Source: an optimization exercise on an open RTL-to-GDS flow (aim: small area). Production flows keep margins and buffers that such runs may drop.
In this exercise RTL edits were held to simulation tests only and were not proved equivalent to the original.
No driver is modelled on the clock port, so clock power and skew are understated where the tree is cut down; a real chip needs a root buffer or a tree.

==> flow/design.v (excerpt) <==
module fancy_fader(input wire clk, input wire rst, input wire [15:0] random,
	output wire ws2812_out, output wire trigger, output wire data_request);
clock: 12.0 ns
lec_check: 0
cap_margin: 20
core_margin: 2
core_utilization: 40
slew_margin: 20
cts_leaves: 10
cts_leaf_cell: sky130_fd_sc_hd__clkbuf_8
cts_root_cell: sky130_fd_sc_hd__clkbuf_8
pre_cts_tcl: /design/flow/flow/mycts.tcl
buffer_ports_args: -buffer_cell sky130_fd_sc_hd__buf_1
pre_resize_tcl: /design/flow/flow/downsize.tcl
standard.sh (not shown) runs the stock make flow with config.mk's settings and CLKGATE_MAP_FILE= SYNTH_SCRIPT=/design/flow/synth_recipe.tcl, a recipe that flattens the netlist after the stock synthesis.
==> flow/flow/run.sh <==
#!/bin/bash
# own flow: the standard flow (standard.sh, unchanged synthesis) with
# extra ORFS settings: a hand-built two-level clock tree (flow/mycts.tcl)
# instead of TritonCTS, small port buffers, and logic cells taken down to
# their smallest drive strength before repair_design (flow/downsize.tcl).
HERE=$(pwd)
cat >> config.mk <<EOC
export CTS_LEAVES = 10
export CTS_LEAF_CELL = sky130_fd_sc_hd__clkbuf_8
export CTS_ROOT_CELL = sky130_fd_sc_hd__clkbuf_8
export PRE_CTS_TCL = $HERE/flow/mycts.tcl
export BUFFER_PORTS_ARGS = -buffer_cell sky130_fd_sc_hd__buf_1
export PRE_RESIZE_TCL = $HERE/flow/downsize.tcl
EOC
bash standard.sh > standard.log 2>&1
==> flow/flow/mycts.tcl <==
# PRE_CTS hook: a two-level clock tree built here instead of TritonCTS.
# The flip-flops are split into CTS_LEAVES groups of neighbours (recursive
# halving along the longer side), each group gets a clock buffer at its
# centre, and one root buffer driven by the clock port feeds the group
# buffers. Every register sees the same two buffer levels; the rest of
# cts.tcl (placement legalisation, timing repair) runs as usual, and
# clock_tree_synthesis itself is turned into a no-op below.
set leaves $::env(CTS_LEAVES)
set leafcell $::env(CTS_LEAF_CELL)
set rootcell $::env(CTS_ROOT_CELL)

set block [ord::get_db_block]
set clknet [$block findNet clk]

set pts {}
foreach it [$clknet getITerms] {
  set inst [$it getInst]
  set bb [$inst getBBox]
  set x [expr {([$bb xMin] + [$bb xMax]) / 2}]
  set y [expr {([$bb yMin] + [$bb yMax]) / 2}]
  lappend pts [list $x $y [$inst getName] [[$it getMTerm] getName]]
}
puts "mycts: [llength $pts] clock sinks, $leaves groups"

proc split_groups {pts k} {
  if {$k <= 1 || [llength $pts] <= 1} { return [list $pts] }
  set xs [lmap p $pts {lindex $p 0}]
  set ys [lmap p $pts {lindex $p 1}]
  set w [expr {[tcl::mathfunc::max {*}$xs] - [tcl::mathfunc::min {*}$xs]}]
  set h [expr {[tcl::mathfunc::max {*}$ys] - [tcl::mathfunc::min {*}$ys]}]
  set axis [expr {$w >= $h ? 0 : 1}]
  set sorted [lsort -integer -index $axis $pts]
  set k1 [expr {$k / 2}]
  set n1 [expr {int(round(double([llength $pts]) * $k1 / $k))}]
  return [concat [split_groups [lrange $sorted 0 [expr {$n1 - 1}]] $k1] \
                 [split_groups [lrange $sorted $n1 end] [expr {$k - $k1}]]]
}

set groups [split_groups $pts $leaves]

proc place_at {name x y} {
  set inst [[ord::get_db_block] findInst $name]
  set m [$inst getMaster]
  set x [expr {$x - [$m getWidth] / 2}]
  set y [expr {$y - [$m getHeight] / 2}]
  $inst setLocation $x $y
  $inst setPlacementStatus PLACED
}

set db [ord::get_db]
proc new_buf {name cell in out} {
  set inst [odb::dbInst_create [ord::get_db_block] [[ord::get_db] findMaster $cell] $name]
  [$inst findITerm A] connect $in
  [$inst findITerm X] connect $out
  return $inst
}
proc new_net {name} {
  set net [odb::dbNet_create [ord::get_db_block] $name]
  $net setSigType CLOCK
  return $net
}
set rootnet [new_net clk_root]
new_buf cts_root $rootcell $clknet $rootnet

set i 0
set sx 0
set sy 0
foreach g $groups {
  set n [llength $g]
  set cx 0
  set cy 0
  foreach p $g {
    set cx [expr {$cx + [lindex $p 0]}]
    set cy [expr {$cy + [lindex $p 1]}]
  }
  set cx [expr {$cx / $n}]
  set cy [expr {$cy / $n}]
  set net "clk_leaf_$i"
  set buf "cts_leaf_$i"
  set leafnet [new_net $net]
  new_buf $buf $leafcell $rootnet $leafnet
  foreach p $g {
    set it [[$block findInst [lindex $p 2]] findITerm [lindex $p 3]]
    $it disconnect
    $it connect $leafnet
  }
  place_at $buf $cx $cy
  puts "mycts: group $i: $n sinks at ($cx, $cy)"
  set sx [expr {$sx + $cx}]
  set sy [expr {$sy + $cy}]
  incr i
}
place_at cts_root [expr {$sx / $i}] [expr {$sy / $i}]

set_propagated_clock [all_clocks]
detailed_placement
estimate_parasitics -placement
report_clock_skew
proc clock_tree_synthesis {args} { puts "mycts: clock_tree_synthesis skipped, the tree is built by mycts.tcl" }
Other scripts of this flow, unchanged in this note and not shown: flow/flow/downsize.tcl
Then changed:
--- a/flow/flow/mycts.tcl
+++ b/flow/flow/mycts.tcl
@@ -49,16 +49,7 @@
 
-set db [ord::get_db]
-proc new_buf {name cell in out} {
-  set inst [odb::dbInst_create [ord::get_db_block] [[ord::get_db] findMaster $cell] $name]
-  [$inst findITerm A] connect $in
-  [$inst findITerm X] connect $out
-  return $inst
-}
-proc new_net {name} {
-  set net [odb::dbNet_create [ord::get_db_block] $name]
-  $net setSigType CLOCK
-  return $net
-}
-set rootnet [new_net clk_root]
-new_buf cts_root $rootcell $clknet $rootnet
+make_net clk_root
+[$block findNet clk_root] setSigType CLOCK
+make_instance cts_root $rootcell
+connect_pin clk cts_root/A
+connect_pin clk_root cts_root/X
 
@@ -79,8 +70,11 @@
   set buf "cts_leaf_$i"
-  set leafnet [new_net $net]
-  new_buf $buf $leafcell $rootnet $leafnet
+  make_net $net
+  [$block findNet $net] setSigType CLOCK
+  make_instance $buf $leafcell
+  connect_pin clk_root $buf/A
+  connect_pin $net $buf/X
   foreach p $g {
-    set it [[$block findInst [lindex $p 2]] findITerm [lindex $p 3]]
-    $it disconnect
-    $it connect $leafnet
+    set pin "[lindex $p 2]/[lindex $p 3]"
+    disconnect_pin clk $pin
+    connect_pin $net $pin
   }
After rerunning: Now the flow did not get past clock tree synthesis (4_1_cts). Synthesized cell count stays the same. Synthesized area stays the same.
Then changed:
--- a/flow/flow/run.sh
+++ b/flow/flow/run.sh
@@ -7,3 +7,3 @@
 cat >> config.mk <<EOC
-export CTS_LEAVES = 10
+export CTS_LEAVES = 12
 export CTS_LEAF_CELL = sky130_fd_sc_hd__clkbuf_8
--- a/flow/flow/mycts.tcl
+++ b/flow/flow/mycts.tcl
@@ -49,7 +49,16 @@
 
-make_net clk_root
-[$block findNet clk_root] setSigType CLOCK
-make_instance cts_root $rootcell
-connect_pin clk cts_root/A
-connect_pin clk_root cts_root/X
+set db [ord::get_db]
+proc new_buf {name cell in out} {
+  set inst [odb::dbInst_create [ord::get_db_block] [[ord::get_db] findMaster $cell] $name]
+  [$inst findITerm A] connect $in
+  [$inst findITerm X] connect $out
+  return $inst
+}
+proc new_net {name} {
+  set net [odb::dbNet_create [ord::get_db_block] $name]
+  $net setSigType CLOCK
+  return $net
+}
+set rootnet [new_net clk_root]
+new_buf cts_root $rootcell $clknet $rootnet
 
@@ -70,11 +79,8 @@
   set buf "cts_leaf_$i"
-  make_net $net
-  [$block findNet $net] setSigType CLOCK
-  make_instance $buf $leafcell
-  connect_pin clk_root $buf/A
-  connect_pin $net $buf/X
+  set leafnet [new_net $net]
+  new_buf $buf $leafcell $rootnet $leafnet
   foreach p $g {
-    set pin "[lindex $p 2]/[lindex $p 3]"
-    disconnect_pin clk $pin
-    connect_pin $net $pin
+    set it [[$block findInst [lindex $p 2]] findITerm [lindex $p 3]]
+    $it disconnect
+    $it connect $leafnet
   }
Settings changed: CTS_LEAVES 10 to 12.
Now the flow ran to the end with no violations. Synthesized cell count is unchanged. Area after synthesis is unchanged.
The clock cells of the first and third runs of this note come from the design's own scripts or RTL, not from TritonCTS.

[re-timing with driven ports]
In the flow no input, the clock included, has a driving cell. The finished layouts below were timed again as built, in two steps. Step 1 sets driving cells, clkbuf_16 on the clock port and buf_2 on the other inputs (assumed; they add their load-dependent delay and slew). Step 2 also shifts input and output timing later by t, the mid clock arrival at the registers, as if the neighbouring blocks saw the same clock. a / b / c = ideal / step 1 / step 2; a / b = the first two.
run	t (ns)	setup WS [ns]	worst slew at a driven data input, ns
the first run	0.453	6.987 / 6.987 / 6.987	0.04
the third run	0.459	6.994 / 6.994 / 6.994	0.04
After both steps every run listed still meets setup and hold.
